From an optimization exercise on the open Yosys and OpenROAD flow, aimed at small area, a short achievable clock period and few clock cycles per item; shortcuts taken in it are not production practice.
No functional check of the RTL was part of any run shown here.

### flow/flow/run.sh
#!/bin/bash
# The standard layout (standard.sh) with extra ORFS settings: port buffers
# made from sky130_fd_sc_hd__buf_1. ORFS writes each step's log under orfs/logs;
# make's own output goes to make.log.
set -euo pipefail
bash standard.sh 'BUFFER_PORTS_ARGS=-buffer_cell sky130_fd_sc_hd__buf_1' finish > make.log 2>&1
### flow/standard.sh
#!/bin/bash
# synth_recipe.tcl (not shown) runs the flow's synth.tcl, then flattens the netlist and writes it again
# the make line also repeats each setting of config.mk as NAME=value (left out here)
make -C /OpenROAD-flow-scripts/flow DESIGN_CONFIG=/design/flow/config.mk WORK_HOME=/design/flow/orfs CLKGATE_MAP_FILE= SYNTH_SCRIPT=/design/flow/synth_recipe.tcl "${@:-finish}"
### flow/config.mk
export PLATFORM = sky130hd
export DESIGN_NAME = cordic
export DESIGN_NICKNAME = cordic
export VERILOG_FILES = /design/flow/design.v
export SDC_FILE = /design/flow/constraint.sdc
export NUM_CORES = 4
export LEC_CHECK = 0
export ABC_AREA = 1
export CAP_MARGIN = 20
export CORE_MARGIN = 2
export CORE_UTILIZATION = 40
export CTS_BUF_LIST = sky130_fd_sc_hd__clkbuf_8
export CTS_CLUSTER_SIZE = 24
export SETUP_SLACK_MARGIN = 3.5
export SLEW_MARGIN = 20
### flow/constraint.sdc
create_clock -name core_clock -period 7.0 [get_ports {clk}]
set_input_delay 1.4000 -clock core_clock [delete_from_list [all_inputs] [get_ports {clk}]]
set_output_delay 1.4000 -clock core_clock [all_outputs]
set_load 0.01 [all_outputs]
### flow/design.v
module cordic(
    input wire [31:0]   angle,
    input wire [1:0]    opt,
    input wire          enable,
    input wire          reset,
    input wire          clk,
    output wire signed [31:0] sin_out,
    output wire signed [31:0] cos_out,
    output wire               done
);
    localparam [17:0] K  = 18'd39797;
    localparam [17:0] NK = -18'd39797;
    function [15:0] atan_table;
        input [3:0] n;
        case (n)
            4'd2:  atan_table = 16'd16055;
            4'd3:  atan_table = 16'd8145;
            4'd4:  atan_table = 16'd4090;
            4'd5:  atan_table = 16'd2045;
            4'd6:  atan_table = 16'd1023;
            4'd7:  atan_table = 16'd512;
            4'd8:  atan_table = 16'd256;
            4'd9:  atan_table = 16'd128;
            4'd10: atan_table = 16'd64;
            4'd11: atan_table = 16'd32;
            4'd12: atan_table = 16'd16;
            4'd13: atan_table = 16'd8;
            4'd14: atan_table = 16'd4;
            default: atan_table = 16'd2;
        endcase
    endfunction
    reg signed [17:0] x, y;
    reg [15:0] z;
    reg [4:0]  n;                
    reg        dx, dyn, dz;      
    reg        sat_r, neg_r;     
    reg        sin_en, cos_en;   
    wire done_r = n[4];
    wire run    = enable & ~done_r;
    wire first  = (n[3:0] == 4'd0);
    wire st1    = (n[3:0] == 4'd1);
    wire signed [17:0] yi = y ^ {18{dx}};
    wire signed [17:0] xi = x ^ {18{dyn}};
    wire [17:0] ys = yi >>> n[3:0];
    wire [17:0] xs = xi >>> n[3:0];
    wire [17:0] x_nx, y_nx;
    wire [15:0] z_nx;
    wire        ax_m = dx;
    wire [17:0] ax_b = ys;
    wire [17:0] ax_p = x ^ ax_b;
    wire [17:0] ax_g = x & ax_b;
    wire ax_c0 = ax_g[0] | (ax_p[0] & ax_m);
    wire ax_G0 = ax_g[17] | (ax_p[17] & ax_g[16]);
    wire ax_P0 = ax_p[17] & ax_p[16];
    wire ax_G1 = ax_g[16] | (ax_p[16] & ax_g[15]);
    wire ax_P1 = ax_p[16] & ax_p[15];
    wire ax_G2 = ax_g[15] | (ax_p[15] & ax_g[14]);
    wire ax_P2 = ax_p[15] & ax_p[14];
    wire ax_G3 = ax_g[14] | (ax_p[14] & ax_g[13]);
    wire ax_P3 = ax_p[14] & ax_p[13];
    wire ax_G4 = ax_g[13] | (ax_p[13] & ax_g[12]);
    wire ax_P4 = ax_p[13] & ax_p[12];
    wire ax_G5 = ax_g[12] | (ax_p[12] & ax_g[11]);
    wire ax_P5 = ax_p[12] & ax_p[11];
    wire ax_G6 = ax_g[11] | (ax_p[11] & ax_g[10]);
    wire ax_P6 = ax_p[11] & ax_p[10];
    wire ax_G7 = ax_g[10] | (ax_p[10] & ax_g[9]);
    wire ax_P7 = ax_p[10] & ax_p[9];
    wire ax_G8 = ax_g[9] | (ax_p[9] & ax_g[8]);
    wire ax_P8 = ax_p[9] & ax_p[8];
    wire ax_G9 = ax_g[8] | (ax_p[8] & ax_g[7]);
    wire ax_P9 = ax_p[8] & ax_p[7];
    wire ax_G10 = ax_g[7] | (ax_p[7] & ax_g[6]);
    wire ax_P10 = ax_p[7] & ax_p[6];
    wire ax_G11 = ax_g[6] | (ax_p[6] & ax_g[5]);
    wire ax_P11 = ax_p[6] & ax_p[5];
    wire ax_G12 = ax_g[5] | (ax_p[5] & ax_g[4]);
    wire ax_P12 = ax_p[5] & ax_p[4];
    wire ax_G13 = ax_g[4] | (ax_p[4] & ax_g[3]);
    wire ax_P13 = ax_p[4] & ax_p[3];
    wire ax_G14 = ax_g[3] | (ax_p[3] & ax_g[2]);
    wire ax_P14 = ax_p[3] & ax_p[2];
    wire ax_G15 = ax_g[2] | (ax_p[2] & ax_g[1]);
    wire ax_P15 = ax_p[2] & ax_p[1];
    wire ax_G16 = ax_g[1] | (ax_p[1] & ax_c0);
    wire ax_G17 = ax_G0 | (ax_P0 & ax_G2);
    wire ax_P17 = ax_P0 & ax_P2;
    wire ax_G18 = ax_G1 | (ax_P1 & ax_G3);
    wire ax_P18 = ax_P1 & ax_P3;
    wire ax_G19 = ax_G2 | (ax_P2 & ax_G4);
    wire ax_P19 = ax_P2 & ax_P4;
    wire ax_G20 = ax_G3 | (ax_P3 & ax_G5);
    wire ax_P20 = ax_P3 & ax_P5;
    wire ax_G21 = ax_G4 | (ax_P4 & ax_G6);
    wire ax_P21 = ax_P4 & ax_P6;
    wire ax_G22 = ax_G5 | (ax_P5 & ax_G7);
    wire ax_P22 = ax_P5 & ax_P7;
    wire ax_G23 = ax_G6 | (ax_P6 & ax_G8);
    wire ax_P23 = ax_P6 & ax_P8;
    wire ax_G24 = ax_G7 | (ax_P7 & ax_G9);
    wire ax_P24 = ax_P7 & ax_P9;
    wire ax_G25 = ax_G8 | (ax_P8 & ax_G10);
    wire ax_P25 = ax_P8 & ax_P10;
    wire ax_G26 = ax_G9 | (ax_P9 & ax_G11);
    wire ax_P26 = ax_P9 & ax_P11;
    wire ax_G27 = ax_G10 | (ax_P10 & ax_G12);
    wire ax_P27 = ax_P10 & ax_P12;
    wire ax_G28 = ax_G11 | (ax_P11 & ax_G13);
    wire ax_P28 = ax_P11 & ax_P13;
    wire ax_G29 = ax_G12 | (ax_P12 & ax_G14);
    wire ax_P29 = ax_P12 & ax_P14;
    wire ax_G30 = ax_G13 | (ax_P13 & ax_G15);
    wire ax_P30 = ax_P13 & ax_P15;
    wire ax_G31 = ax_G14 | (ax_P14 & ax_G16);
    wire ax_G32 = ax_G15 | (ax_P15 & ax_c0);
    wire ax_G33 = ax_G17 | (ax_P17 & ax_G21);
    wire ax_P33 = ax_P17 & ax_P21;
    wire ax_G34 = ax_G18 | (ax_P18 & ax_G22);
    wire ax_P34 = ax_P18 & ax_P22;
    wire ax_G35 = ax_G19 | (ax_P19 & ax_G23);
    wire ax_P35 = ax_P19 & ax_P23;
    wire ax_G36 = ax_G20 | (ax_P20 & ax_G24);
    wire ax_P36 = ax_P20 & ax_P24;
    wire ax_G37 = ax_G21 | (ax_P21 & ax_G25);
    wire ax_P37 = ax_P21 & ax_P25;
    wire ax_G38 = ax_G22 | (ax_P22 & ax_G26);
    wire ax_P38 = ax_P22 & ax_P26;
    wire ax_G39 = ax_G23 | (ax_P23 & ax_G27);
    wire ax_P39 = ax_P23 & ax_P27;
    wire ax_G40 = ax_G24 | (ax_P24 & ax_G28);
    wire ax_P40 = ax_P24 & ax_P28;
    wire ax_G41 = ax_G25 | (ax_P25 & ax_G29);
    wire ax_P41 = ax_P25 & ax_P29;
    wire ax_G42 = ax_G26 | (ax_P26 & ax_G30);
    wire ax_P42 = ax_P26 & ax_P30;
    wire ax_G43 = ax_G27 | (ax_P27 & ax_G31);
    wire ax_G44 = ax_G28 | (ax_P28 & ax_G32);
    wire ax_G45 = ax_G29 | (ax_P29 & ax_G16);
    wire ax_G46 = ax_G30 | (ax_P30 & ax_c0);
    wire ax_G47 = ax_G33 | (ax_P33 & ax_G41);
    wire ax_P47 = ax_P33 & ax_P41;
    wire ax_G48 = ax_G34 | (ax_P34 & ax_G42);
    wire ax_P48 = ax_P34 & ax_P42;
    wire ax_G49 = ax_G35 | (ax_P35 & ax_G43);
    wire ax_G50 = ax_G36 | (ax_P36 & ax_G44);
    wire ax_G51 = ax_G37 | (ax_P37 & ax_G45);
    wire ax_G52 = ax_G38 | (ax_P38 & ax_G46);
    wire ax_G53 = ax_G39 | (ax_P39 & ax_G31);
    wire ax_G54 = ax_G40 | (ax_P40 & ax_G32);
    wire ax_G55 = ax_G41 | (ax_P41 & ax_G16);
    wire ax_G56 = ax_G42 | (ax_P42 & ax_c0);
    wire ax_G57 = ax_G47 | (ax_P47 & ax_G16);
    wire ax_G58 = ax_G48 | (ax_P48 & ax_c0);
    assign x_nx = ax_p ^ {ax_G58, ax_G49, ax_G50, ax_G51, ax_G52, ax_G53, ax_G54, ax_G55, ax_G56, ax_G43, ax_G44, ax_G45, ax_G46, ax_G31, ax_G32, ax_G16, ax_c0, ax_m};
    wire        ay_m = dyn;
    wire [17:0] ay_b = xs;
    wire [17:0] ay_p = y ^ ay_b;
    wire [17:0] ay_g = y & ay_b;
    wire ay_c0 = ay_g[0] | (ay_p[0] & ay_m);
    wire ay_G0 = ay_g[17] | (ay_p[17] & ay_g[16]);
    wire ay_P0 = ay_p[17] & ay_p[16];
    wire ay_G1 = ay_g[16] | (ay_p[16] & ay_g[15]);
    wire ay_P1 = ay_p[16] & ay_p[15];
    wire ay_G2 = ay_g[15] | (ay_p[15] & ay_g[14]);
    wire ay_P2 = ay_p[15] & ay_p[14];
    wire ay_G3 = ay_g[14] | (ay_p[14] & ay_g[13]);
    wire ay_P3 = ay_p[14] & ay_p[13];
    wire ay_G4 = ay_g[13] | (ay_p[13] & ay_g[12]);
    wire ay_P4 = ay_p[13] & ay_p[12];
    wire ay_G5 = ay_g[12] | (ay_p[12] & ay_g[11]);
    wire ay_P5 = ay_p[12] & ay_p[11];
    wire ay_G6 = ay_g[11] | (ay_p[11] & ay_g[10]);
    wire ay_P6 = ay_p[11] & ay_p[10];
    wire ay_G7 = ay_g[10] | (ay_p[10] & ay_g[9]);
    wire ay_P7 = ay_p[10] & ay_p[9];
    wire ay_G8 = ay_g[9] | (ay_p[9] & ay_g[8]);
    wire ay_P8 = ay_p[9] & ay_p[8];
    wire ay_G9 = ay_g[8] | (ay_p[8] & ay_g[7]);
    wire ay_P9 = ay_p[8] & ay_p[7];
    wire ay_G10 = ay_g[7] | (ay_p[7] & ay_g[6]);
    wire ay_P10 = ay_p[7] & ay_p[6];
    wire ay_G11 = ay_g[6] | (ay_p[6] & ay_g[5]);
    wire ay_P11 = ay_p[6] & ay_p[5];
    wire ay_G12 = ay_g[5] | (ay_p[5] & ay_g[4]);
    wire ay_P12 = ay_p[5] & ay_p[4];
    wire ay_G13 = ay_g[4] | (ay_p[4] & ay_g[3]);
    wire ay_P13 = ay_p[4] & ay_p[3];
    wire ay_G14 = ay_g[3] | (ay_p[3] & ay_g[2]);
    wire ay_P14 = ay_p[3] & ay_p[2];
    wire ay_G15 = ay_g[2] | (ay_p[2] & ay_g[1]);
    wire ay_P15 = ay_p[2] & ay_p[1];
    wire ay_G16 = ay_g[1] | (ay_p[1] & ay_c0);
    wire ay_G17 = ay_G0 | (ay_P0 & ay_G2);
    wire ay_P17 = ay_P0 & ay_P2;
    wire ay_G18 = ay_G1 | (ay_P1 & ay_G3);
    wire ay_P18 = ay_P1 & ay_P3;
    wire ay_G19 = ay_G2 | (ay_P2 & ay_G4);
    wire ay_P19 = ay_P2 & ay_P4;
    wire ay_G20 = ay_G3 | (ay_P3 & ay_G5);
    wire ay_P20 = ay_P3 & ay_P5;
    wire ay_G21 = ay_G4 | (ay_P4 & ay_G6);
    wire ay_P21 = ay_P4 & ay_P6;
    wire ay_G22 = ay_G5 | (ay_P5 & ay_G7);
    wire ay_P22 = ay_P5 & ay_P7;
    wire ay_G23 = ay_G6 | (ay_P6 & ay_G8);
    wire ay_P23 = ay_P6 & ay_P8;
    wire ay_G24 = ay_G7 | (ay_P7 & ay_G9);
    wire ay_P24 = ay_P7 & ay_P9;
    wire ay_G25 = ay_G8 | (ay_P8 & ay_G10);
    wire ay_P25 = ay_P8 & ay_P10;
    wire ay_G26 = ay_G9 | (ay_P9 & ay_G11);
    wire ay_P26 = ay_P9 & ay_P11;
    wire ay_G27 = ay_G10 | (ay_P10 & ay_G12);
    wire ay_P27 = ay_P10 & ay_P12;
    wire ay_G28 = ay_G11 | (ay_P11 & ay_G13);
    wire ay_P28 = ay_P11 & ay_P13;
    wire ay_G29 = ay_G12 | (ay_P12 & ay_G14);
    wire ay_P29 = ay_P12 & ay_P14;
    wire ay_G30 = ay_G13 | (ay_P13 & ay_G15);
    wire ay_P30 = ay_P13 & ay_P15;
    wire ay_G31 = ay_G14 | (ay_P14 & ay_G16);
    wire ay_G32 = ay_G15 | (ay_P15 & ay_c0);
    wire ay_G33 = ay_G17 | (ay_P17 & ay_G21);
    wire ay_P33 = ay_P17 & ay_P21;
    wire ay_G34 = ay_G18 | (ay_P18 & ay_G22);
    wire ay_P34 = ay_P18 & ay_P22;
    wire ay_G35 = ay_G19 | (ay_P19 & ay_G23);
    wire ay_P35 = ay_P19 & ay_P23;
    wire ay_G36 = ay_G20 | (ay_P20 & ay_G24);
    wire ay_P36 = ay_P20 & ay_P24;
    wire ay_G37 = ay_G21 | (ay_P21 & ay_G25);
    wire ay_P37 = ay_P21 & ay_P25;
    wire ay_G38 = ay_G22 | (ay_P22 & ay_G26);
    wire ay_P38 = ay_P22 & ay_P26;
    wire ay_G39 = ay_G23 | (ay_P23 & ay_G27);
    wire ay_P39 = ay_P23 & ay_P27;
    wire ay_G40 = ay_G24 | (ay_P24 & ay_G28);
    wire ay_P40 = ay_P24 & ay_P28;
    wire ay_G41 = ay_G25 | (ay_P25 & ay_G29);
    wire ay_P41 = ay_P25 & ay_P29;
    wire ay_G42 = ay_G26 | (ay_P26 & ay_G30);
    wire ay_P42 = ay_P26 & ay_P30;
    wire ay_G43 = ay_G27 | (ay_P27 & ay_G31);
    wire ay_G44 = ay_G28 | (ay_P28 & ay_G32);
    wire ay_G45 = ay_G29 | (ay_P29 & ay_G16);
    wire ay_G46 = ay_G30 | (ay_P30 & ay_c0);
    wire ay_G47 = ay_G33 | (ay_P33 & ay_G41);
    wire ay_P47 = ay_P33 & ay_P41;
    wire ay_G48 = ay_G34 | (ay_P34 & ay_G42);
    wire ay_P48 = ay_P34 & ay_P42;
    wire ay_G49 = ay_G35 | (ay_P35 & ay_G43);
    wire ay_G50 = ay_G36 | (ay_P36 & ay_G44);
    wire ay_G51 = ay_G37 | (ay_P37 & ay_G45);
    wire ay_G52 = ay_G38 | (ay_P38 & ay_G46);
    wire ay_G53 = ay_G39 | (ay_P39 & ay_G31);
    wire ay_G54 = ay_G40 | (ay_P40 & ay_G32);
    wire ay_G55 = ay_G41 | (ay_P41 & ay_G16);
    wire ay_G56 = ay_G42 | (ay_P42 & ay_c0);
    wire ay_G57 = ay_G47 | (ay_P47 & ay_G16);
    wire ay_G58 = ay_G48 | (ay_P48 & ay_c0);
    assign y_nx = ay_p ^ {ay_G58, ay_G49, ay_G50, ay_G51, ay_G52, ay_G53, ay_G54, ay_G55, ay_G56, ay_G43, ay_G44, ay_G45, ay_G46, ay_G31, ay_G32, ay_G16, ay_c0, ay_m};
    reg [15:0] zc01;
    always @* begin
        case ({neg_r, dz})
            2'b01:   zc01 = -16'd16321;    
            2'b00:   zc01 = -16'd21087;
            2'b11:   zc01 =  16'd21087;
            default: zc01 =  16'd16321;    
        endcase
    end
    wire [15:0] z_b = st1 ? zc01 : atan_table(n[3:0]);
    wire        az_m = dz & ~st1;
    wire [15:0] az_b = z_b ^ {16{az_m}};
    wire [15:0] az_p = z ^ az_b;
    wire [15:0] az_g = z & az_b;
    wire az_c0 = az_g[0] | (az_p[0] & az_m);
    wire az_G0 = az_g[15] | (az_p[15] & az_g[14]);
    wire az_P0 = az_p[15] & az_p[14];
    wire az_G1 = az_g[14] | (az_p[14] & az_g[13]);
    wire az_P1 = az_p[14] & az_p[13];
    wire az_G2 = az_g[13] | (az_p[13] & az_g[12]);
    wire az_P2 = az_p[13] & az_p[12];
    wire az_G3 = az_g[12] | (az_p[12] & az_g[11]);
    wire az_P3 = az_p[12] & az_p[11];
    wire az_G4 = az_g[11] | (az_p[11] & az_g[10]);
    wire az_P4 = az_p[11] & az_p[10];
    wire az_G5 = az_g[10] | (az_p[10] & az_g[9]);
    wire az_P5 = az_p[10] & az_p[9];
    wire az_G6 = az_g[9] | (az_p[9] & az_g[8]);
    wire az_P6 = az_p[9] & az_p[8];
    wire az_G7 = az_g[8] | (az_p[8] & az_g[7]);
    wire az_P7 = az_p[8] & az_p[7];
    wire az_G8 = az_g[7] | (az_p[7] & az_g[6]);
    wire az_P8 = az_p[7] & az_p[6];
    wire az_G9 = az_g[6] | (az_p[6] & az_g[5]);
    wire az_P9 = az_p[6] & az_p[5];
    wire az_G10 = az_g[5] | (az_p[5] & az_g[4]);
    wire az_P10 = az_p[5] & az_p[4];
    wire az_G11 = az_g[4] | (az_p[4] & az_g[3]);
    wire az_P11 = az_p[4] & az_p[3];
    wire az_G12 = az_g[3] | (az_p[3] & az_g[2]);
    wire az_P12 = az_p[3] & az_p[2];
    wire az_G13 = az_g[2] | (az_p[2] & az_g[1]);
    wire az_P13 = az_p[2] & az_p[1];
    wire az_G14 = az_g[1] | (az_p[1] & az_c0);
    wire az_G15 = az_G0 | (az_P0 & az_G2);
    wire az_P15 = az_P0 & az_P2;
    wire az_G16 = az_G1 | (az_P1 & az_G3);
    wire az_P16 = az_P1 & az_P3;
    wire az_G17 = az_G2 | (az_P2 & az_G4);
    wire az_P17 = az_P2 & az_P4;
    wire az_G18 = az_G3 | (az_P3 & az_G5);
    wire az_P18 = az_P3 & az_P5;
    wire az_G19 = az_G4 | (az_P4 & az_G6);
    wire az_P19 = az_P4 & az_P6;
    wire az_G20 = az_G5 | (az_P5 & az_G7);
    wire az_P20 = az_P5 & az_P7;
    wire az_G21 = az_G6 | (az_P6 & az_G8);
    wire az_P21 = az_P6 & az_P8;
    wire az_G22 = az_G7 | (az_P7 & az_G9);
    wire az_P22 = az_P7 & az_P9;
    wire az_G23 = az_G8 | (az_P8 & az_G10);
    wire az_P23 = az_P8 & az_P10;
    wire az_G24 = az_G9 | (az_P9 & az_G11);
    wire az_P24 = az_P9 & az_P11;
    wire az_G25 = az_G10 | (az_P10 & az_G12);
    wire az_P25 = az_P10 & az_P12;
    wire az_G26 = az_G11 | (az_P11 & az_G13);
    wire az_P26 = az_P11 & az_P13;
    wire az_G27 = az_G12 | (az_P12 & az_G14);
    wire az_G28 = az_G13 | (az_P13 & az_c0);
    wire az_G29 = az_G15 | (az_P15 & az_G19);
    wire az_P29 = az_P15 & az_P19;
    wire az_G30 = az_G16 | (az_P16 & az_G20);
    wire az_P30 = az_P16 & az_P20;
    wire az_G31 = az_G17 | (az_P17 & az_G21);
    wire az_P31 = az_P17 & az_P21;
    wire az_G32 = az_G18 | (az_P18 & az_G22);
    wire az_P32 = az_P18 & az_P22;
    wire az_G33 = az_G19 | (az_P19 & az_G23);
    wire az_P33 = az_P19 & az_P23;
    wire az_G34 = az_G20 | (az_P20 & az_G24);
    wire az_P34 = az_P20 & az_P24;
    wire az_G35 = az_G21 | (az_P21 & az_G25);
    wire az_P35 = az_P21 & az_P25;
    wire az_G36 = az_G22 | (az_P22 & az_G26);
    wire az_P36 = az_P22 & az_P26;
    wire az_G37 = az_G23 | (az_P23 & az_G27);
    wire az_G38 = az_G24 | (az_P24 & az_G28);
    wire az_G39 = az_G25 | (az_P25 & az_G14);
    wire az_G40 = az_G26 | (az_P26 & az_c0);
    wire az_G41 = az_G29 | (az_P29 & az_G37);
    wire az_G42 = az_G30 | (az_P30 & az_G38);
    wire az_G43 = az_G31 | (az_P31 & az_G39);
    wire az_G44 = az_G32 | (az_P32 & az_G40);
    wire az_G45 = az_G33 | (az_P33 & az_G27);
    wire az_G46 = az_G34 | (az_P34 & az_G28);
    wire az_G47 = az_G35 | (az_P35 & az_G14);
    wire az_G48 = az_G36 | (az_P36 & az_c0);
    assign z_nx = az_p ^ {az_G42, az_G43, az_G44, az_G45, az_G46, az_G47, az_G48, az_G37, az_G38, az_G39, az_G40, az_G27, az_G28, az_G14, az_c0, az_m};
    wire [31:0] ua = angle ^ {32{angle[31]}};
    wire angle_sat = (|ua[30:17]) | (ua[16:0] >= 17'h1BF00);
    wire signed [17:0] a18 = angle[17:0];
    wire d1 = angle[31] ? (a18 >= -18'sd51472) : (a18 >= 18'sd51472);
    wire d_nx = first ? (angle_sat ? ~angle[31] : d1)
                      : (sat_r ? ~neg_r : ~z_nx[15]);
    always @(posedge clk) begin
        sat_r  <= angle_sat;
        neg_r  <= angle[31];
        sin_en <= ~opt[0];
        cos_en <= ~(opt[1] & opt[0]);
        if (run) begin
            z   <= first ? angle[15:0] : z_nx;
            dx  <= d_nx;
            dyn <= ~d_nx;
            dz  <= d_nx;
        end
    end
    always @(posedge clk or posedge reset) begin
        if (reset) begin
            x  <= K;
            y  <= 18'd0;
            n  <= 5'd0;
        end else if (run) begin
            if (!first) x <= x_nx;
            y  <= first ? (angle[31] ? NK : K) :
                  y_nx;
            n  <= n + 5'd1;
        end
    end
    assign done    = done_r;
    assign sin_out = {{14{y[17]}}, y} & {32{sin_en}};
    assign cos_out = {{14{x[17]}}, x} & {32{cos_en}};
endmodule
==> results of run 1 <==
layout by cell type (no fill, tap or decap), drive strengths merged, types with 14 or more instances in the layout:
cell type,count
nand3,56
edfxtp,18
ha,56
dfrtp,31
nand2,375
xnor2,30
xor2,43
o21ai,147
inv,146
a21oi,71
clkbuf,14
buf,124
nor2,72
cell families after synthesis:
family,after synthesis,synth area share (%)
buf+inv,220,12.5
fa+ha+maj,61,10.2
compound gates,272,18.9
simple gates,537,28.4
flops,63,21.0
xor+xnor,73,8.11
mux,7,0.889
worst max path at each step:
stage	depth (start not counted)	to	from	slack, ns
final	17	x[14]	dx	3.66
after global routing	15	z[10]	n[0]	3.42
after CTS	20	x[10]	dx	3.45
after detailed placement	17	y[10]	n[0]	2.29
after global placement	18	x[10]	n[0]	2.28
after floorplan	19	y[10]	n[0]	3.66
flip-flops by register name (all words and copies together), names as in the netlist:
| register | cells |
|---|---|
| cos_en | 1 |
| dx | 1 |
| dyn | 1 |
| n | 5 |
| neg_r | 1 |
| sat_r | 1 |
| sin_en | 1 |
| x | 18 |
| y | 18 |
| z | 16 |
worst min-delay path, cell delays in order (launching register included):
cell and delay [ns]:
dfstp_2 0.40, nand2_1 0.07, nand2_1 0.05
layer usage:
layer  share of wire (%)  vias up  routed length (um)  GRT usage, %
met2                  45      241               11000          36.8
met4                 1.5        0                 361          4.85
met3                 5.3       28                1290          3.01
met5                   0        -                   0             0
met1                  48     3689               11600          32.4
li1                    -     4125                   -             -
metrics by stage:
stage               instance area [um2]
floorplan                          7880
global placement                   8200
detailed placement                 8200
CTS                                8560
global route                       9070
finish                             9070
cell type report:
type / instances / area, um2
Fill cell: 2059 / 10300
Multi-Input combinational cell: 950 / 5570
Sequential cell: 63 / 1670
Timing Repair Buffer: 127 / 692
Inverter: 147 / 607
Tap cell: 265 / 332
Clock buffer: 11 / 151
Clock inverter: 5 / 48.8
Timing Repair inverter: 1 / 7.51
Yosys cell counts, drive strengths merged:
| cell | count | area, um2 |
|---|---|---|
| a21oi | 71 | 363 |
| edfxtp | 18 | 541 |
| a31oi | 12 | 75.1 |
| a21o | 6 | 45.0 |
| a21boi | 5 | 37.5 |
| buf | 49 | 339 |
| o21bai | 5 | 37.5 |
| o2111ai | 1 | 8.76 |
| and2 | 2 | 12.5 |
| a22oi | 1 | 7.51 |
| clkbuf | 24 | 91.3 |
| o21ai | 147 | 736 |
| o21a | 1 | 7.51 |
| clkinv | 2 | 8.75 |
| a31o | 1 | 8.76 |
| nand3b | 2 | 15.0 |
| dfstp | 10 | 263 |
| o22ai | 7 | 43.8 |
| nand3 | 56 | 290 |
| dfrtp | 31 | 776 |
| dfxtp | 4 | 80.1 |
| nor3 | 7 | 35.0 |
| a311oi | 1 | 8.76 |
| a22o | 1 | 8.76 |
| and3 | 1 | 6.26 |
| mux2i | 7 | 70.1 |
| xor2 | 43 | 377 |
| ha | 56 | 701 |
| or2 | 8 | 50.1 |
| xnor2 | 30 | 263 |
| o31ai | 5 | 37.5 |
| inv | 145 | 547 |
| nand4 | 12 | 75.1 |
| nand2 | 375 | 1440 |
| nor2 | 72 | 307 |
| o221ai | 2 | 17.5 |
| o211ai | 4 | 30.0 |
| a211oi | 2 | 15.0 |
| nor4 | 2 | 12.5 |
| fa | 5 | 100 |
repair_timing:
| action | 4_1_cts | 5_1_grt |
|---|---|---|
| cloned | 1 | 3 |
| pin swaps | 0 | 12 |
| setup buffers | 4 | 14 |
| hold buffers | 0 | 0 |
| endpoints found under the setup margin | 50 | 52 |
| resized for setup | 31 | 110 |
==> results.cfg, run 1 <==
[yosys]
synth_warnings = 1
syn_area_per_cell_um2 = 6.39
syn_area_mm2 = 0.00788
synthCells = 1233
ys_types = 57
synth_nets = 1331
synth-seq-area-share_pct = 21.0
synth-seq-cells = 63

[critical_path]
slowest_delay_ns = 0.41
critPathArrivalTime_ns = 3.63
reg2regPathDepth = 17
path_delay_family = compound AO/OA/AOI/OAI gates
cp_max_fo = 6
reg2reg_from = dx
critPathKind = flop to flop
crit_path_end_kind = flop
critPathSlowestCell = edfxtp_1
path_buf_inv = 3
crit_chain = buf_4 > clkbuf_16 > xnor2_1 > o21ai_0 > o21ai_2 > o21ai_2 > mux2i_2 > fa_2 > inv_2 > fa_2 > nand3_1 > nand2_2 > nand3_1 > nand3_2 > a21oi_1 > or2_2 > a31oi_1
cp.required_ns = 7.29
r2r_end = x[14]
r2r_slack_ns = 3.66
start_kind = flop

[timing]
hold_viol = 0
finalCritPeriodShare_pct = 47.8
finalMaxSlewViolations = 0
fin_ws_ns = 3.66
tightest_slew_ns = 0.910
max_freq_mhz = 299
slew_headroom_pct = 39.3
holdWs_ns = 0.515
final.setup.tns_ns = 0
skew_ns = 0.00994
rsz0062_at_grt = true
period_needed_ns = 3.34
setup_viol = 0

[job]
drv_cap = 0

[placement]
pre_cts_slack_ns = 2.29
numPortBuffers = 101
dp_hpwl_mm = 17.7
dp.cells = 1531
place.gp.congestion = 0.962

[floorplanning]
core_region_area_mm2 = 0.0194
die_area_mm2 = 0.0208
dieHeight_um = 144
rows = 51
ioPinCount = 102
die_w_um = 144
start_util_pct = 40.6

[route]
vias = 8083
drc = 0
drt_iter0_markers = 621
wl_per_cell_um = 15.4
viasPerCell = 5.15
drt-total-wl_mm = 24.2
postRouteAntennaNets = 0
firstDrtPassIters = 5

[clocking]
path_clk_slew_ns = 0.08
cts_sinks = 63
cts_tree = yes
cts-root-buf = clkbuf_8
numCtsBuffers = 9
worstSkewPairLatency_ns = 0.37
htreeDepth = 3
clockBufferDepth = 2

[grt]
grt_pass1_vias = 7271
antenna_found_initial = 0
grt_max_degree = 43
grt_pass1_wl_mm = 37.6
overflow = 0
grtUsageTotal_pct = 22.7

[worst_hold_path]
holdPathEnd = x[6]
hold_depth = 2
hold_path.class = flop to flop
holdCritStartpoint = x[6]

[finish]
area_growth_pct = 15.1
antenna_cells = 0
drive_gt1_share_pct = 12.1
final_cells = 1569
fin_util_pct = 46.8
final_nets = 1397

[status]
status = timing/DRC/antenna clean
==> run 2, diff against run 1 <==
--- a/flow/design.v
+++ b/flow/design.v
@@ -39,6 +39,7 @@
     wire run    = enable & ~done_r;
     wire first  = (n[3:0] == 4'd0);
     wire st1    = (n[3:0] == 4'd1);
+    wire last   = (n[3:0] == 4'd15);
     wire signed [17:0] yi = y ^ {18{dx}};
     wire signed [17:0] xi = x ^ {18{dyn}};
     wire [17:0] ys = yi >>> n[3:0];
@@ -376,19 +377,20 @@
             dz  <= d_nx;
         end
     end
-    always @(posedge clk or posedge reset) begin
-        if (reset) begin
-            x  <= K;
-            y  <= 18'd0;
-            n  <= 5'd0;
-        end else if (run) begin
-            if (!first) x <= x_nx;
-            y  <= first ? (angle[31] ? NK : K) :
-                  y_nx;
-            n  <= n + 5'd1;
+    always @(posedge clk) begin
+        if (run) begin
+            x <= first ? K : (last & ~cos_en) ? 18'd0 : x_nx;
+            y <= first ? (angle[31] ? NK : K) :
+                 (last & ~sin_en) ? 18'd0 : y_nx;
         end
     end
+    always @(posedge clk or posedge reset) begin
+        if (reset)
+            n <= 5'd0;
+        else if (run)
+            n <= n + 5'd1;
+    end
     assign done    = done_r;
-    assign sin_out = {{14{y[17]}}, y} & {32{sin_en}};
-    assign cos_out = {{14{x[17]}}, x} & {32{cos_en}};
+    assign sin_out = {{14{y[17]}}, y};
+    assign cos_out = {{14{x[17]}}, x};
 endmodule
==> results.cfg, run 2 <==
[yosys]
synth-seq-cells = 63
syn_area_mm2 = 0.00743
synth-async-reset-ratio_pct = 7.94
synth_nets = 1173
synth_ff_type = edfxtp_1
synth_warnings = 1
synth_edf_count = 54
synthCells = 1075
ys_types = 52
synth.most_common_cell = nand2_1
synth_top_area_cell = edfxtp_1
synth.top_cell.area_share_pct = 21.8
synth-seq-area-share_pct = 24.6
synthTopCellsByArea = edfxtp_1 22%, nand2_1 13%, ha_1 9.4%, o21ai_0 9.0%, a21oi_1 5.7%
ys_top_cells_by_count = 267 x nand2_1, 133 x o21ai_0, 95 x inv_1, 85 x a21oi_1, 68 x nor2_1
syn_area_per_cell_um2 = 6.91

[route]
drt-total-wl_mm = 22.3
wl_per_cell_um = 15.9
drt_iter0_markers = 520
vias = 7534
postRouteAntennaNets = 0
viasPerCell = 5.40
drc = 0
firstDrtPassIters = 5

[floorplanning]
die_w_um = 140
dieHeight_um = 140
start_util_pct = 41.1
rows = 49
die_area_mm2 = 0.0197
core_region_area_mm2 = 0.0181
ioPinCount = 102

[critical_path]
crit_path_end_kind = flop
cp.required_ns = 7.12
start_kind = flop
cp_max_fo = 8
critPathArrivalTime_ns = 3.72
reg2regPathDepth = 21
reg2reg_from = dx
r2r_slack_ns = 3.40
r2r_end = x[12]
critPathKind = flop to flop

[clocking]
cts_sinks = 63
numCtsBuffers = 9
cts_tree = yes
path_clk_slew_ns = 0.08
cts-root-buf = clkbuf_8
clockBufferDepth = 2
worstSkewPairLatency_ns = 0.38
htreeDepth = 3

[timing]
skew_ns = 0.0144
finalMaxSlewViolations = 0
tightest_slew_ns = 0.802
max_freq_mhz = 278
hold_viol = 0
period_needed_ns = 3.60
setup_viol = 0
finalCritPeriodShare_pct = 51.5
slew_headroom_pct = 46.5
rsz0062_at_grt = true
final.setup.tns_ns = 0

[job]
drv_cap = 0

[finish]
top_regs = x (18), y (18), z (16)
final_nets = 1260
fin_util_pct = 48.0
area_growth_pct = 16.8
nFillCells = 1871
drive_gt1_share_pct = 13.2
layout_common_cells = 261 x nand2_1, 103 x o21ai_0, 101 x buf_1, 92 x inv_1, 81 x a21oi_1
layout_commonest_cell = nand2_1
antenna_cells = 0
final_cells = 1396
final_area_mm2 = 0.00868

[grt]
antenna_found_initial = 0
grt_pass1_wl_mm = 34.7
grt_pass1_vias = 6848
use_met3_pct = 2.56
overflow = 0
grt_use_met2_pct = 32.0
use_met1_pct = 33.5
gr-max-usage-layer = met1
grt_max_degree = 61
grtUsageTotal_pct = 21.8

[placement]
dp_hpwl_mm = 16.2
numPortBuffers = 101
dp.cells = 1348
place.gp.congestion = 0.900
place_area_mm2 = 0.00775

[status]
status = timing/DRC/antenna clean

[worst_hold_path]
hold_path.class = flop to flop
holdCritStartpoint = n[4]
holdPathEnd = n[4]
hold_depth = 1
## run 2: changes by cell type after synthesis, sizes merged, moves of 8 or more
cell    change
o21ai       +9
nand2      -99
dfstp      -10
dfrtp      -26
edfxtp     +36
a31oi       -8
clkbuf      -8
a21oi      +15
nand3      -17
inv        -43
## run 2: area by class of cell
class                      instances  area (um2)  share of cell area, %
multi-input combinational        846        5150                   59.4
sequential                        63        1830                   21.1
timing repair buffer             139         772                   8.90
inverter                         102         398                   4.59
tap                              229         287                   3.30
clock buffer                       9         124                   1.43
clock inverter                     7         105                   1.21
timing repair inverter             1        7.51                 0.0865
## run 2: stage by stage
stage	hold WS (ns)	setup WS, ns
after detailed placement	0.548	2.68
final	0.560	3.40
after global placement	0.542	2.75
after global routing	0.604	3.26
after CTS	0.567	3.48
after floorplan	0.526	3.48
## run 2: kinds of logic (layout without fill, tap and decap cells)
kind of cell	after synthesis	in the layout	share of synthesized area, %
xor gates and xnor gates	68	68	8.01
muxes	6	6	0.808
AOI/OAI and AO/OA	292	292	21.6
and+or+nand+nor	419	419	23.6
adders and majority gates	61	61	10.8
buffers and inverters	166	258	10.6
DFF	63	63	24.6
## run 2: worst max path at each step
stage / start / end / slack [ns]
global placement: dx / x[10] / 2.75
finish: dx / x[12] / 3.40
floorplan: enable / n[3] / 3.48
CTS: dx / x[12] / 3.48
global route: dx / x[12] / 3.26
detailed placement: dx / x[10] / 2.68
## run 2: critical path, stage by stage, from the launching register on
cell,delay (ns)
edfxtp_1,0.45
buf_12,0.18
buf_4,0.14
xnor2_2,0.21
mux2i_1,0.13
nand2_1,0.09
o21ai_1,0.09
o21ai_2,0.19
nand2_1,0.07
o311ai_1,0.08
inv_1,0.10
fa_2,0.41
fa_2,0.38
nand2_2,0.07
nand3_2,0.08
o21ai_4,0.09
o21a_1,0.19
o21ai_2,0.10
nand2_1,0.08
nand2_1,0.06
o21ai_1,0.12
nand2_1,0.05
## run 2: what timing repair did
| item | CTS | global route |
|---|---|---|
| pin swaps | 4 | 22 |
| endpoints found under the setup margin | 43 | 33 |
| gates resized for setup | 36 | 92 |
| buffers inserted | 15 | 14 |
| cloned | 1 | 2 |
| hold buffers | 0 | 0 |
## run 2: routing by layer
metal  wire, um  share of wire (%)  up-vias
met5          0                  0        -
met4        399                1.8        0
met3       1200                5.4       29
met2       9780                 44      233
met1      10900                 49     3481
li1           -                  -     3791
==> run 3, diff against run 2 <==
--- a/flow/config.mk
+++ b/flow/config.mk
@@ -11,5 +11,5 @@
 export CORE_UTILIZATION = 40
 export CTS_BUF_LIST = sky130_fd_sc_hd__clkbuf_8
 export CTS_CLUSTER_SIZE = 24
-export SETUP_SLACK_MARGIN = 3.5
+export SETUP_SLACK_MARGIN = 3.6
 export SLEW_MARGIN = 20
==> results.cfg, run 3 <==
[timing]
fin_ws_ns = 3.60
skew_ns = 0.0193
finalCritPeriodShare_pct = 48.6
slew_headroom_pct = 41.8
holdWs_ns = 0.614
finalMaxSlewViolations = 0
period_needed_ns = 3.40
tightest_slew_ns = 0.871
hold_viol = 0
setup_viol = 0
rsz0062_at_grt = true
final.setup.tns_ns = 0
max_freq_mhz = 294

[clocking]
path_clk_slew_ns = 0.08
cts-root-buf = clkbuf_8
clockBufferDepth = 2
cts_tree = yes
cts_sinks = 63
htreeDepth = 3
worstSkewPairLatency_ns = 0.39
numCtsBuffers = 9

[route]
wl_per_cell_um = 16.1
drc = 0
firstDrtPassIters = 5
drt-total-wl_mm = 22.6
vias = 7604
postRouteAntennaNets = 0
viasPerCell = 5.42
drt_iter0_markers = 445

[yosys]
synth_xor_area_share_pct = 8.01
synth-seq-area-share_pct = 24.6
synth-seq-cells = 63
synth-compound-area-share_pct = 21.6
synth.top_cell.area_share_pct = 21.8
synth-async-reset-ratio_pct = 7.94
syn_area_mm2 = 0.00743
synth_top_area_cell = edfxtp_1
synthCells = 1075
synth_top_family_by_area = simple AND/OR/NAND/NOR gates
synth-adder-area-share_pct = 10.8
synthTopCellsByArea = edfxtp_1 22%, nand2_1 13%, ha_1 9.4%, o21ai_0 9.0%, a21oi_1 5.7%
ys_top_cells_by_count = 267 x nand2_1, 133 x o21ai_0, 95 x inv_1, 85 x a21oi_1, 68 x nor2_1
synth_nets = 1173
synth_ff_type = edfxtp_1
ys_types = 52
synth_edf_count = 54
syn_area_per_cell_um2 = 6.91
muxShareOfSynthArea_pct = 0.808
synth.most_common_cell = nand2_1
synthSimpleGateAreaFrac_pct = 23.6
synth_warnings = 1

[placement]
dp_hpwl_mm = 16.3
numPortBuffers = 101
place.gp.congestion = 0.906
pre_cts_slack_ns = 2.69

[job]
drv_cap = 0

[finish]
layout_common_cells = 259 x nand2_1, 101 x buf_1, 93 x inv_1, 93 x o21ai_0, 74 x a21oi_1
antenna_cells = 0
layout_commonest_cell = nand2_1
drive_gt1_share_pct = 15.3
final_nets = 1268
area_growth_pct = 19.5
top_regs = x (18), y (18), z (16)

[grt]
grt_pass1_wl_mm = 35.7
grt_max_degree = 40
antenna_found_initial = 0
grt_pass1_vias = 6991
grtUsageTotal_pct = 22.5
overflow = 0

[floorplanning]
core_region_area_mm2 = 0.0181
die_area_mm2 = 0.0197
ioPinCount = 102
start_util_pct = 41.1
rows = 49
dieHeight_um = 140
die_w_um = 140

[critical_path]
crit_path_end_kind = flop
critPathArrivalTime_ns = 3.52
cp.required_ns = 7.12
cp_max_fo = 7
start_kind = flop
critPathKind = flop to flop

[worst_hold_path]
hold_path.class = flop to flop

[status]
status = timing/DRC/antenna clean
[run 3: cell counts after synthesis]
No cell type changed its count.
[run 3: area by class of cell]
cell class / count / area [um2]
Fill cell: 1837 / 9210
Multi-Input combinational cell: 846 / 5280
Sequential cell: 63 / 1840
Timing Repair Buffer: 146 / 826
Inverter: 102 / 407
Tap cell: 229 / 287
Clock buffer: 9 / 124
Clock inverter: 7 / 105
Timing Repair inverter: 2 / 16.3
[run 3: logic make-up after synthesis]
family	Yosys count
adders and majority gates	61
xor gates and xnor gates	68
muxes	6
buffers and inverters	166
DFF	63
AOI/OAI and AO/OA	292
and+or+nand+nor	419
[run 3: worst max-delay path: stages, from the launching register on]
cell,delay (ns)
edfxtp_1,0.43
buf_6,0.14
buf_12,0.15
xor2_4,0.19
nand2_1,0.09
o21ai_2,0.07
o21ai_2,0.13
nand2_1,0.08
o21ai_2,0.08
nand2_1,0.07
o311ai_1,0.08
inv_1,0.09
fa_2,0.37
fa_2,0.36
nand2_2,0.07
nand3_2,0.06
o21ai_2,0.09
o21a_1,0.18
o21ai_2,0.09
nand2_1,0.08
nand2_1,0.06
o21ai_1,0.12
nand2_1,0.05
[run 3: stage by stage]
| step | area [um2] | instances | util, % |
|---|---|---|---|
| finish | 8880 | 1404 | 49.1 |
| global route | 8880 | 1404 | 49.1 |
| CTS | 8440 | 1388 | 46.7 |
| detailed placement | 7740 | 1347 | 42.8 |
| global placement | 7740 | 1347 | 42.8 |
| floorplan | 7440 | 1075 | - |
[run 3: what timing repair did]
item,4_1_cts,5_1_grt
hold buffers,0,0
resized for setup,76,83
buffers inserted,22,15
cloned,3,1
pin swaps,18,18
endpoints found under the setup margin,46,36
[run 3: metal layers]
layer / vias to the layer above / GRT usage, % / wire, um
li1: 3810 / - / -
met1: 3491 / 33.3 / 11000
met2: 273 / 34.5 / 9860
met3: 30 / 2.77 / 1350
met4: 0 / 6.22 / 346
met5: - / 0 / 0
[run 3: final timing paths]
kind / start / slack (ns) / cells after the start / to
min reg2reg: n[4] / 0.61 / 1 / n[4]
min: n[4] / 0.61 / 1 / n[4]
max: dx / 3.60 / 22 / x[12]
max reg2reg: dx / 3.60 / 22 / x[12]
max in group asynchronous: reset / 5.89 / 2 / n[0]
min in group asynchronous: reset / 0.88 / 2 / n[2]
==> run 4, diff against run 3 <==
--- a/flow/design.v
+++ b/flow/design.v
@@ -8,8 +8,6 @@
     output wire signed [31:0] cos_out,
     output wire               done
 );
-    localparam [17:0] K  = 18'd39797;
-    localparam [17:0] NK = -18'd39797;
     function [15:0] atan_table;
         input [3:0] n;
         case (n)
@@ -31,23 +29,23 @@
     endfunction
     reg signed [17:0] x, y;
     reg [15:0] z;
-    reg [4:0]  n;                
+    reg [4:0]  m;                
+    reg        s1_r;             
+    reg [3:0]  sa, sb;           
     reg        dx, dyn, dz;      
     reg        sat_r, neg_r;     
     reg        sin_en, cos_en;   
-    wire done_r = n[4];
+    wire done_r = m[4];
     wire run    = enable & ~done_r;
-    wire first  = (n[3:0] == 4'd0);
-    wire st1    = (n[3:0] == 4'd1);
-    wire last   = (n[3:0] == 4'd15);
-    wire signed [17:0] yi = y ^ {18{dx}};
-    wire signed [17:0] xi = x ^ {18{dyn}};
-    wire [17:0] ys = yi >>> n[3:0];
-    wire [17:0] xs = xi >>> n[3:0];
+    wire first  = (m[3:0] == 4'd14);
+    wire st2    = (m[3:0] == 4'd13);
+    wire last   = (m[3:0] == 4'd0);
+    wire [17:0] ys = y >>> sa;
+    wire [17:0] xs = x >>> ~sb;
     wire [17:0] x_nx, y_nx;
     wire [15:0] z_nx;
     wire        ax_m = dx;
-    wire [17:0] ax_b = ys;
+    wire [17:0] ax_b = ys ^ {18{ax_m}};
     wire [17:0] ax_p = x ^ ax_b;
     wire [17:0] ax_g = x & ax_b;
     wire ax_c0 = ax_g[0] | (ax_p[0] & ax_m);
@@ -154,7 +152,7 @@
     wire ax_G58 = ax_G48 | (ax_P48 & ax_c0);
     assign x_nx = ax_p ^ {ax_G58, ax_G49, ax_G50, ax_G51, ax_G52, ax_G53, ax_G54, ax_G55, ax_G56, ax_G43, ax_G44, ax_G45, ax_G46, ax_G31, ax_G32, ax_G16, ax_c0, ax_m};
     wire        ay_m = dyn;
-    wire [17:0] ay_b = xs;
+    wire [17:0] ay_b = xs ^ {18{ay_m}};
     wire [17:0] ay_p = y ^ ay_b;
     wire [17:0] ay_g = y & ay_b;
     wire ay_c0 = ay_g[0] | (ay_p[0] & ay_m);
@@ -260,17 +258,21 @@
     wire ay_G57 = ay_G47 | (ay_P47 & ay_G16);
     wire ay_G58 = ay_G48 | (ay_P48 & ay_c0);
     assign y_nx = ay_p ^ {ay_G58, ay_G49, ay_G50, ay_G51, ay_G52, ay_G53, ay_G54, ay_G55, ay_G56, ay_G43, ay_G44, ay_G45, ay_G46, ay_G31, ay_G32, ay_G16, ay_c0, ay_m};
-    reg [15:0] zc01;
+    reg [15:0] zc012;
     always @* begin
-        case ({neg_r, dz})
-            2'b01:   zc01 = -16'd16321;    
-            2'b00:   zc01 = -16'd21087;
-            2'b11:   zc01 =  16'd21087;
-            default: zc01 =  16'd16321;    
+        case ({neg_r, s1_r, dz})
+            3'b011:  zc012 = 16'd33160;    
+            3'b010:  zc012 = 16'd65270;    
+            3'b001:  zc012 = 16'd28394;    
+            3'b000:  zc012 = 16'd60504;    
+            3'b111:  zc012 = 16'd5032;
+            3'b110:  zc012 = 16'd37142;
+            3'b101:  zc012 = 16'd266;      
+            default: zc012 = 16'd32376;    
         endcase
     end
-    wire [15:0] z_b = st1 ? zc01 : atan_table(n[3:0]);
-    wire        az_m = dz & ~st1;
+    wire [15:0] z_b = st2 ? zc012 : atan_table(~m[3:0]);
+    wire        az_m = dz & ~st2;
     wire [15:0] az_b = z_b ^ {16{az_m}};
     wire [15:0] az_p = z ^ az_b;
     wire [15:0] az_g = z & az_b;
@@ -362,8 +364,27 @@
     wire [31:0] ua = angle ^ {32{angle[31]}};
     wire angle_sat = (|ua[30:17]) | (ua[16:0] >= 17'h1BF00);
     wire signed [17:0] a18 = angle[17:0];
-    wire d1 = angle[31] ? (a18 >= -18'sd51472) : (a18 >= 18'sd51472);
-    wire d_nx = first ? (angle_sat ? ~angle[31] : d1)
+    wire s1 = angle_sat ? ~angle[31] :
+              angle[31] ? (a18 >= -18'sd51472) : (a18 >= 18'sd51472);
+    reg  s2;
+    always @* begin
+        case ({angle[31], s1})
+            2'b01:   s2 = a18 >=  18'sd81857;
+            2'b00:   s2 = a18 >=  18'sd21087;
+            2'b11:   s2 = a18 >= -18'sd21087;
+            default: s2 = a18 >= -18'sd81857;
+        endcase
+    end
+    reg [17:0] x2, y2;
+    always @* begin
+        case ({angle[31], s1})
+            2'b01:   begin x2 = 18'd19899; y2 =  18'd59695; end
+            2'b00:   begin x2 = 18'd59695; y2 =  18'd19899; end
+            2'b11:   begin x2 = 18'd59696; y2 = -18'd19899; end
+            default: begin x2 = 18'd19898; y2 = -18'd59695; end
+        endcase
+    end
+    wire d_nx = first ? (angle_sat ? ~angle[31] : s2)
                       : (sat_r ? ~neg_r : ~z_nx[15]);
     always @(posedge clk) begin
         sat_r  <= angle_sat;
@@ -375,20 +396,23 @@
             dx  <= d_nx;
             dyn <= ~d_nx;
             dz  <= d_nx;
-        end
-    end
-    always @(posedge clk) begin
-        if (run) begin
-            x <= first ? K : (last & ~cos_en) ? 18'd0 : x_nx;
-            y <= first ? (angle[31] ? NK : K) :
-                 (last & ~sin_en) ? 18'd0 : y_nx;
+            if (first) s1_r <= s1;
         end
     end
     always @(posedge clk or posedge reset) begin
-        if (reset)
-            n <= 5'd0;
-        else if (run)
-            n <= n + 5'd1;
+        if (reset) begin
+            x  <= 18'd0;
+            y  <= 18'd0;
+            m  <= 5'd14;
+            sa <= 4'd1;
+            sb <= 4'he;
+        end else if (run) begin
+            x  <= first ? x2 : (last & ~cos_en) ? 18'd0 : x_nx;
+            y  <= first ? y2 : (last & ~sin_en) ? 18'd0 : y_nx;
+            m  <= m - 5'd1;
+            sa <= sa + 4'd1;
+            sb <= ~(sa + 4'd1);
+        end
     end
     assign done    = done_r;
     assign sin_out = {{14{y[17]}}, y};
--- a/flow/config.mk
+++ b/flow/config.mk
@@ -9,7 +9,5 @@
 export CAP_MARGIN = 20
 export CORE_MARGIN = 2
 export CORE_UTILIZATION = 40
-export CTS_BUF_LIST = sky130_fd_sc_hd__clkbuf_8
-export CTS_CLUSTER_SIZE = 24
-export SETUP_SLACK_MARGIN = 3.6
+export SETUP_SLACK_MARGIN = 3.5
 export SLEW_MARGIN = 20
==> results.cfg, run 4 <==
[finish]
drive_gt1_share_pct = 13.5
layout_commonest_cell = nand2_1
nFillCells = 2119
final_nets = 1448
final_cells = 1624
area_growth_pct = 14.3
layout_common_cells = 283 x nand2_1, 110 x a21oi_1, 109 x o21ai_0, 104 x nand3_1, 103 x inv_1
top_regs = x (18), y (18), z (16)
final_area_mm2 = 0.00964
fin_util_pct = 46.1
antenna_cells = 0

[floorplanning]
core_region_area_mm2 = 0.0209
start_util_pct = 40.4
rows = 53
die_w_um = 149
die_area_mm2 = 0.0223
dieHeight_um = 149
ioPinCount = 102

[critical_path]
cp.required_ns = 7.27
crit_top_cell = inv_1
critPathKind = primary input to flop
slowest_delay_ns = 0.26
cp_max_fo = 6
crit_path_end_kind = flop
crit_chain = clkbuf_2 > nor2_2 > inv_1 > nor4_4 > o21ai_1 > o31ai_2 > inv_1 > nand3_1 > nand2_2 > inv_2 > ha_1 > inv_1 > a21oi_2 > a21oi_4 > buf_4 > a21oi_1
critPathSlowestCell = nor4_4
critPathArrivalTime_ns = 3.61
start_kind = primary input

[grt]
grtUsageTotal_pct = 23.5
grt_use_met2_pct = 36.8
grt_max_degree = 57
grt_pass1_wl_mm = 41.5
antenna_found_initial = 0
gr-max-usage-layer = met2
grt_pass1_vias = 8054
use_met3_pct = 4.16
overflow = 0
use_met1_pct = 33.7

[clocking]
worstSkewPairLatency_ns = 0.35
cts_hold_buf = 0
cts-root-buf = clkbuf_16
htreeDepth = 3
path_clk_slew_ns = 0.06
clockBufferDepth = 2
cts_sinks = 72
cts_tree = yes
numCtsBuffers = 9

[timing]
max_freq_mhz = 299
holdWs_ns = 0.554
finalCritPeriodShare_pct = 47.7
period_needed_ns = 3.34
hold_viol = 0
skew_ns = 0.0125
setup_viol = 0
rsz0062_at_grt = true
finalMaxSlewViolations = 0
slew_headroom_pct = 49.5
tightest_slew_ns = 0.757
final.setup.tns_ns = 0

[yosys]
ys_types = 64
syn_area_mm2 = 0.00843
synthCells = 1265
synth_ff_type = dfrtp_1
synth-seq-area-share_pct = 22.4
synth-compound-area-share_pct = 22.3
synth_top_family_by_area = simple AND/OR/NAND/NOR gates
syn_area_per_cell_um2 = 6.67
ys_top_cells_by_count = 287 x nand2_1, 140 x o21ai_0, 119 x a21oi_1, 111 x inv_1, 104 x nand3_1
synth-seq-cells = 72
synth_edf_count = 19
synthSimpleGateAreaFrac_pct = 28.4
synth_top_area_cell = nand2_1
synthTopCellsByArea = nand2_1 13%, dfrtp_1 12%, ha_1 9.5%, o21ai_0 8.3%, a21oi_1 7.1%
synth-async-reset-ratio_pct = 68.1
synth.top_cell.area_share_pct = 12.8
synth_warnings = 1
synth_xor_area_share_pct = 5.82
synth-adder-area-share_pct = 10.2
muxShareOfSynthArea_pct = 0.237
synth.most_common_cell = nand2_1
synth_nets = 1369

[worst_hold_path]
hold_path.class = flop to flop

[job]
drv_cap = 0

[route]
postRouteAntennaNets = 0
firstDrtPassIters = 5
wl_per_cell_um = 16.1
viasPerCell = 5.46
drc = 0
drt_iter0_markers = 680
drt-total-wl_mm = 26.2
vias = 8862

[status]
status = timing/DRC/antenna clean

[placement]
dp_hpwl_mm = 19.7
numPortBuffers = 101
place_area_mm2 = 0.00876
dp.cells = 1572
place.gp.congestion = 0.931
## run 4: cell count changes after synthesis, sizes merged, moves of 9 or more
| cell | before | now |
|---|---|---|
| o211ai | 2 | 12 |
| nand3 | 39 | 113 |
| inv | 102 | 119 |
| nor2 | 72 | 94 |
| edfxtp | 54 | 19 |
| a22oi | 0 | 9 |
| a21oi | 86 | 120 |
| nand2 | 276 | 299 |
| dfrtp | 5 | 42 |
| xnor2 | 28 | 9 |
## run 4: final cells by class
class | instances | area, um2 | area share, %
flip-flops and latches | 72 | 1910 | 19.8
multi-input cells | 1000 | 5900 | 61.2
repair buffers | 139 | 679 | 7.05
clock inverters | 7 | 86.3 | 0.896
clock buffers | 9 | 225 | 2.34
inverters | 120 | 485 | 5.04
repair inverters | 2 | 12.5 | 0.130
well taps | 275 | 344 | 3.57
## run 4: timing repair
item / 4_1_cts / 5_1_grt
endpoints found under the setup margin: 32 / 34
setup buffers: 5 / 29
resized for setup: 21 / 99
pin swaps: 0 / 26
gates cloned: 0 / 2
## run 4: final timing paths
path,start,slack [ns],cells past startpoint,endpoint
worst min register to register,m[4],0.55,1,m[4]
min in group asynchronous,reset,1.22,3,y[0]
worst min-delay path,m[4],0.55,1,m[4]
worst max register to register,sa[0],3.67,17,x[16]
max in group asynchronous,reset,5.24,3,x[17]
worst max-delay path,angle[10],3.66,16,y[8]
## run 4: per-stage QoR
stage               setup slack (ns)
floorplan                       3.53
global placement                2.77
detailed placement              2.66
CTS                             3.51
global route                    3.43
finish                          3.66
## run 4: per-layer routing
layer	routed length (um)	part of all wire [%]
met3	1710	6.5
met5	0	0
met4	337	1.3
met2	11600	44
met1	12600	48
## run 4: kinds of logic (layout without fill, tap and decap cells)
kind of cell	after synthesis	after routing
simple gates	540	540
buf+inv	193	277
fa+ha+maj	67	67
xor+xnor	56	56
mux	2	2
flops	72	72
compound gates	335	335
## run 4: critical path: cells and delay by family
kind                       cells  cell delay (ns)
buffers and inverters          6             0.68
AOI/OAI and AO/OA              5             0.67
and+or+nand+nor                4             0.62
adders and majority gates      1             0.24

static timing again, ports no longer ideal:
How much do the figures lean on ideal ports? The routed layouts below were timed once more, with nothing changed but the port constraints. Step 1 assumes that a clkbuf_16 drives the clock port and a buf_2 every other input. Step 2 times the ports against the registers' clock, not the clock port: input delays grow and output delays shrink by t, the midpoint of the rising clock arrivals with the driver on. Three values: no drivers, after step 1, after step 2; two values: the first two.
run	t, ns	slack for setup (ns)	latest minus earliest clock arrival (ns)	worst data-port slew with drivers (ns)	cell pins on the clock port's net
run 1	0.408	3.655 / 3.655 / 3.530	0.010 / 0.010	0.04	1
run 2	0.411	3.397 / 3.397 / 3.397	0.014 / 0.014	0.04	1
run 3	0.411	3.601 / 3.601 / 3.601	0.019 / 0.020	0.03	1
run 4	0.393	3.659 / 3.666 / 3.291	0.013 / 0.013	0.04	1
After both steps every run listed still meets setup and hold. The setup slack of run 4, which loses most, moves by +0.007 ns with the drivers and by -0.368 ns with both steps.
